Context: an optimization exercise on an open-source flow, tuned for small area and a short achievable clock period. The choices shown serve that exercise and are no tape-out recipe.
The RTL was checked by simulation tests, not by an equivalence proof against the original design.
The flow treats the clock pin as an ideal source. Dropping or thinning the clock tree relies on that and would not hold on a real chip.

// bubble_sort
module bubble_sort
#(
parameter BW = 8,
parameter N = 16
)
(input clk, rstn,
 input [N*BW-1:0] inNum,
 output logic [N*BW-1:0] outNum);
Size in the first run: roughly 2100 cells after synthesis, about 260 flip-flops, about 260 I/O pins, about 16000 um^2 of cells after synthesis.
clock: 70.0 ns
lec_check: 0
cap_margin: 20
core_margin: 2
core_utilization: 66
place_density: 0.75
slew_margin: 20
standard.sh (not shown) runs the stock make flow with config.mk's settings and CLKGATE_MAP_FILE= SYNTH_SCRIPT=/design/flow/synth_recipe.tcl, a recipe that flattens the netlist after the stock synthesis.
==> flow/flow/run.sh <==
#!/bin/bash
# The standard layout (standard.sh) with these changes:
#  - synthesis puts flow/cells.v's gate-level modules (sky130 cells) in place of
#    the RTL's x*/y* bit-cell modules before flattening; ABC maps what is left
#    with flow/abc.script;
#  - ports get sky130 buf_1 buffers;
#  - make variables listed in flow/make_args (one per line), e.g. CTS settings;
#  - after CTS, flow/clock_mod.tcl flattens the clock tree to one level of
#    buffers (mode in flow/clock_mode), then the standard flow goes on.
# Each tool's output goes to a log file in this folder (and ORFS's own logs).
set -euo pipefail
W=$(pwd)
MODS=$(grep -o '^module [a-z0-9_]*' flow/cells.v | awk '{print $2}' | tr '\n' ' ')
{
  head -n 1 synth_recipe.tcl
  echo "proc abc {args} { set i [lsearch -exact \$args -script]; if {\$i >= 0} { lset args [expr {\$i + 1}] $W/flow/abc.script }; yosys abc {*}\$args }"
  echo "proc hierarchy {args} {"
  echo "  if {![info exists ::cells_swapped]} {"
  echo "    set ::cells_swapped 1"
  echo "    foreach m {$MODS} { yosys delete \$m }"
  echo "    yosys read_verilog $W/flow/cells.v"
  echo "  }"
  echo "  yosys hierarchy {*}\$args"
  echo "}"
  tail -n +2 synth_recipe.tcl
} > my_synth.tcl
ARGS=()
if [[ -f flow/make_args ]]; then
  while IFS= read -r line; do [[ -n "$line" ]] && ARGS+=("$line"); done < flow/make_args
fi
STD=(SYNTH_SCRIPT=$W/my_synth.tcl "BUFFER_PORTS_ARGS=-buffer_cell sky130_fd_sc_hd__buf_1" "${ARGS[@]}")
bash standard.sh "${STD[@]}" cts > flow_to_cts.log 2>&1
R=$W/orfs/results/$FLOW_PLATFORM/bubble_sort/base
ODB_IN=$R/4_cts.odb ODB_OUT=$R/4_cts.odb CLK_NET=clk CLOCK_MODE=$(cat flow/clock_mode) \
  openroad -no_init -exit flow/clock_mod.tcl > clock_mod.log 2>&1
bash standard.sh "${STD[@]}" finish > flow_finish.log 2>&1
==> flow/flow/clock_mod.tcl <==
read_db $::env(ODB_IN)
set block [ord::get_db_block]
set port_net [$block findNet $::env(CLK_NET)]
set mode $::env(CLOCK_MODE)
set leaves {}
set root ""
set others {}
foreach inst [$block getInsts] {
  set m [[$inst getMaster] getName]
  if {![string match "sky130_fd_sc_hd__clkbuf_*" $m]} { continue }
  set net [[$inst findITerm X] getNet]
  set drives_ff 0
  foreach it [$net getITerms] {
    if {[string match "sky130_fd_sc_hd__df*" [[[$it getInst] getMaster] getName]]} { set drives_ff 1; break }
  }
  if {$drives_ff} {
    lappend leaves $inst
  } elseif {$mode eq "root" && [[[$inst findITerm A] getNet] getName] eq [$port_net getName]} {
    set root $inst
  } else {
    lappend others $inst
  }
}
puts "clock_mod: mode $mode, [llength $leaves] leaf buffers, root [expr {$root eq "" ? "none" : [$root getName]}], [llength $others] buffers removed"
if {$mode eq "direct"} {
  if {[llength $leaves] > 4} { error "clock_mod: [llength $leaves] leaf buffers; the clock port may feed at most 4" }
  set feed $port_net
} else {
  if {$root eq ""} { error "clock_mod: no root buffer" }
  set feed [[$root findITerm X] getNet]
}
foreach inst $others {
  set onet [[$inst findITerm X] getNet]
  odb::dbInst_destroy $inst
  if {$onet ne "NULL" && $onet ne $feed && $onet ne $port_net && [llength [$onet getITerms]] == 0} { odb::dbNet_destroy $onet }
}
foreach inst $leaves {
  set a [$inst findITerm A]
  set old [$a getNet]
  if {$old ne "NULL" && [$old getName] eq [$feed getName]} { continue }
  $a disconnect
  $a connect $feed
  if {$old ne "NULL" && $old ne $port_net && [llength [$old getITerms]] == 0 && [llength [$old getBTerms]] == 0} { odb::dbNet_destroy $old }
}
set n 0
foreach it [$port_net getITerms] { incr n }
puts "clock_mod: the clock port feeds $n cell pins"
write_db $::env(ODB_OUT)
==> flow/flow/clock_mode <==
root
Other scripts of this flow, unchanged in this note and not shown: flow/flow/abc.script, flow/flow/cells.v, flow/flow/make_args
Change:
--- a/flow/flow/clock_mod.tcl
+++ b/flow/flow/clock_mod.tcl
@@ -4,2 +4,24 @@
 set mode $::env(CLOCK_MODE)
+if {$mode eq "tree"} {
+  set root ""
+  foreach it [$port_net getITerms] {
+    set inst [$it getInst]
+    if {[string match "sky130_fd_sc_hd__clkbuf_*" [[$inst getMaster] getName]]} { set root $inst }
+  }
+  if {$root eq "" || [llength [$port_net getITerms]] != 1} { error "clock_mod: the clock port does not feed exactly one buffer" }
+  set rnet [[$root findITerm X] getNet]
+  set sinks [$rnet getITerms]
+  set n 0
+  foreach it $sinks { if {[$it isInputSignal]} { incr n } }
+  if {$n > 4} { error "clock_mod: the port buffer feeds $n pins; the clock port may feed at most 4" }
+  puts "clock_mod: mode tree, removing [$root getName], its $n loads go on the clock port"
+  odb::dbInst_destroy $root
+  foreach it [$rnet getITerms] { $it disconnect; $it connect $port_net }
+  odb::dbNet_destroy $rnet
+  set n 0
+  foreach it [$port_net getITerms] { incr n }
+  puts "clock_mod: the clock port feeds $n cell pins"
+  write_db $::env(ODB_OUT)
+  exit 0
+}
 set leaves {}
==> flow/flow/clock_mode (replaced) <==
tree
After rerunning: Die area stays the same; synthesized area stays the same; cell count is about the same; clock-buffer cell count rises by 1.

---

bubble_sort, a different RTL version from the one above (not shown whole).
For scale: roughly 2,100 cells after synthesis, roughly 260 I/O pins, roughly 17,000 um2 of cells after synthesis.
Design bubble_sort, start of the top module:
module bubble_sort
#(
parameter BW = 8,
parameter N = 16
)
(input clk, rstn,
 input [N*BW-1:0] inNum,
 output logic [N*BW-1:0] outNum);
export LEC_CHECK = 0
export CAP_MARGIN = 20
export CORE_MARGIN = 2
export CORE_UTILIZATION = 60
export PLACE_DENSITY = 0.7
export SLEW_MARGIN = 20
create_clock -name core_clock -period 70.0 [get_ports {clk}]
==> flow/flow/run.sh <==
#!/bin/bash
# The standard layout (standard.sh) with these changes:
#  - synthesis puts flow/cells.v's gate-level modules (sky130 cells) in place of
#    the RTL's x*/y* bit-cell modules before flattening; ABC maps what is left
#    with flow/abc.script;
#  - ports get sky130 buf_1 buffers;
#  - make variables listed in flow/make_args (one per line), e.g. CTS settings.
set -euo pipefail
W=$(pwd)
MODS=$(grep -o '^module [a-z0-9_]*' flow/cells.v | awk '{print $2}' | tr '\n' ' ')
{
  head -n 1 synth_recipe.tcl
  echo "proc abc {args} { set i [lsearch -exact \$args -script]; if {\$i >= 0} { lset args [expr {\$i + 1}] $W/flow/abc.script }; yosys abc {*}\$args }"
  echo "proc hierarchy {args} {"
  echo "  if {![info exists ::cells_swapped]} {"
  echo "    set ::cells_swapped 1"
  echo "    foreach m {$MODS} { yosys delete \$m }"
  echo "    yosys read_verilog $W/flow/cells.v"
  echo "  }"
  echo "  yosys hierarchy {*}\$args"
  echo "}"
  tail -n +2 synth_recipe.tcl
} > my_synth.tcl
ARGS=()
if [[ -f flow/make_args ]]; then
  while IFS= read -r line; do [[ -n "$line" ]] && ARGS+=("$line"); done < flow/make_args
fi
bash standard.sh SYNTH_SCRIPT=$W/my_synth.tcl \
  "BUFFER_PORTS_ARGS=-buffer_cell sky130_fd_sc_hd__buf_1" "${ARGS[@]}" finish > flow.log 2>&1
==> flow/flow/make_args <==
CTS_ARGS=-sink_clustering_enable -repair_clock_nets -sink_clustering_size 12 -sink_clustering_max_diameter 50 -buf_list sky130_fd_sc_hd__clkbuf_8 -root_buf sky130_fd_sc_hd__clkbuf_16 -dont_use_dummy_load
Other scripts of this flow, unchanged in this note and not shown: flow/flow/abc.script, flow/flow/cells.v
Then changed:
==> flow/flow/make_args (replaced) <==
CTS_ARGS=-sink_clustering_enable -repair_clock_nets -sink_clustering_size 16 -sink_clustering_max_diameter 60 -buf_list sky130_fd_sc_hd__clkbuf_8 -root_buf sky130_fd_sc_hd__clkbuf_16 -dont_use_dummy_load
CORE_UTILIZATION = 66   (was 60)
PLACE_DENSITY = 0.75   (was 0.7)
After rerunning: Critical path depth stays the same. Via count goes up by 2.2%. Global-route usage came out higher by 4.9 points. Core utilization came out higher by 6.4 points. Cell area goes down by 0.78%. Worst setup slack is worse by 0.038 ns. Sequential share of layout area went up by 0.22 points.
Then changed:
==> flow/flow/make_args (replaced) <==
CTS_ARGS=-sink_clustering_enable -repair_clock_nets -sink_clustering_size 10 -sink_clustering_max_diameter 40 -buf_list sky130_fd_sc_hd__clkbuf_4 -root_buf sky130_fd_sc_hd__clkbuf_16 -dont_use_dummy_load
CORE_UTILIZATION = 72   (was 66)
PLACE_DENSITY = 0.8   (was 0.75)
Wire length decreases by about 3%.
Hold slack improves by 0.0061 ns.
Setup slack improves by 0.024 ns.
Clock skew increases by 0.021 ns.
Design area stays flat.
Cell count hardly moves.
Global-route usage increases by 2.6 points.
Sequential cell count stays the same.

---

v6:
bubble_sort, a different RTL version from the one above (not shown whole).
Size in the first run: about 4400 cells after synthesis, roughly 260 I/O pins.
export LEC_CHECK = 0
export ABC_AREA = 1
export CAP_MARGIN = 20
export CORE_MARGIN = 2
export CORE_UTILIZATION = 45
export PLACE_DENSITY = 0.6
export SLEW_MARGIN = 20
create_clock -name core_clock -period 70.0 [get_ports {clk}]
run.sh (not shown) runs the stock make flow with config.mk's settings and CLKGATE_MAP_FILE= SYNTH_SCRIPT=/design/flow/synth_recipe.tcl, a recipe that flattens the netlist after the stock synthesis.
Stock flow here: none of the scripts above is used.
No stage failed in v6, and the final checks on the layout all came back clean.
### v6 -> v7
- ABC_AREA removed (was 1)
Results
In v7, multi-input logic cell count is lower than in v6. Delta (v7 minus v6): fraction of the mapped netlist area in simple logic gates moved down, detailed-router iteration count before antenna repair moved down. Summary — wire length the detailed router placed on met1, v7 relative to v6: higher, by about 13%.

afterwards: timing with drivers on the ports:
How much do the figures lean on ideal ports? The routed layouts below were timed once more, with nothing changed but the port constraints.
Step 1 (the two cells are an assumption about what drives the block):
set clk [get_ports {clk}]
set_driving_cell -lib_cell sky130_fd_sc_hd__clkbuf_16 $clk
set_driving_cell -lib_cell sky130_fd_sc_hd__buf_2 [delete_from_list [all_inputs] $clk]
Step 2 also shifts input and output timing later by t, the mid clock arrival at the registers, as if the neighbouring blocks saw the same clock.
Three values: ideal, step 1, step 2; two values: the first two.
run	shift t [ns]	slack for setup (ns)	pins driven straight from the clock port
the first run of note 1	0.497	55.001 / 54.950 / 55.447	1
the second run of note 1	0.423	55.100 / 55.033 / 55.457	2
the first run of note 2	0.546	54.985 / 54.932 / 55.479	1
the second run of note 2	0.547	54.947 / 54.897 / 55.444	1
the third run of note 2	0.533	54.971 / 54.916 / 55.449	1
v6	0.627	51.563 / 51.563 / 51.563	1
v7	0.637	45.829 / 45.829 / 45.829	1
After both steps every run listed still meets setup and hold.
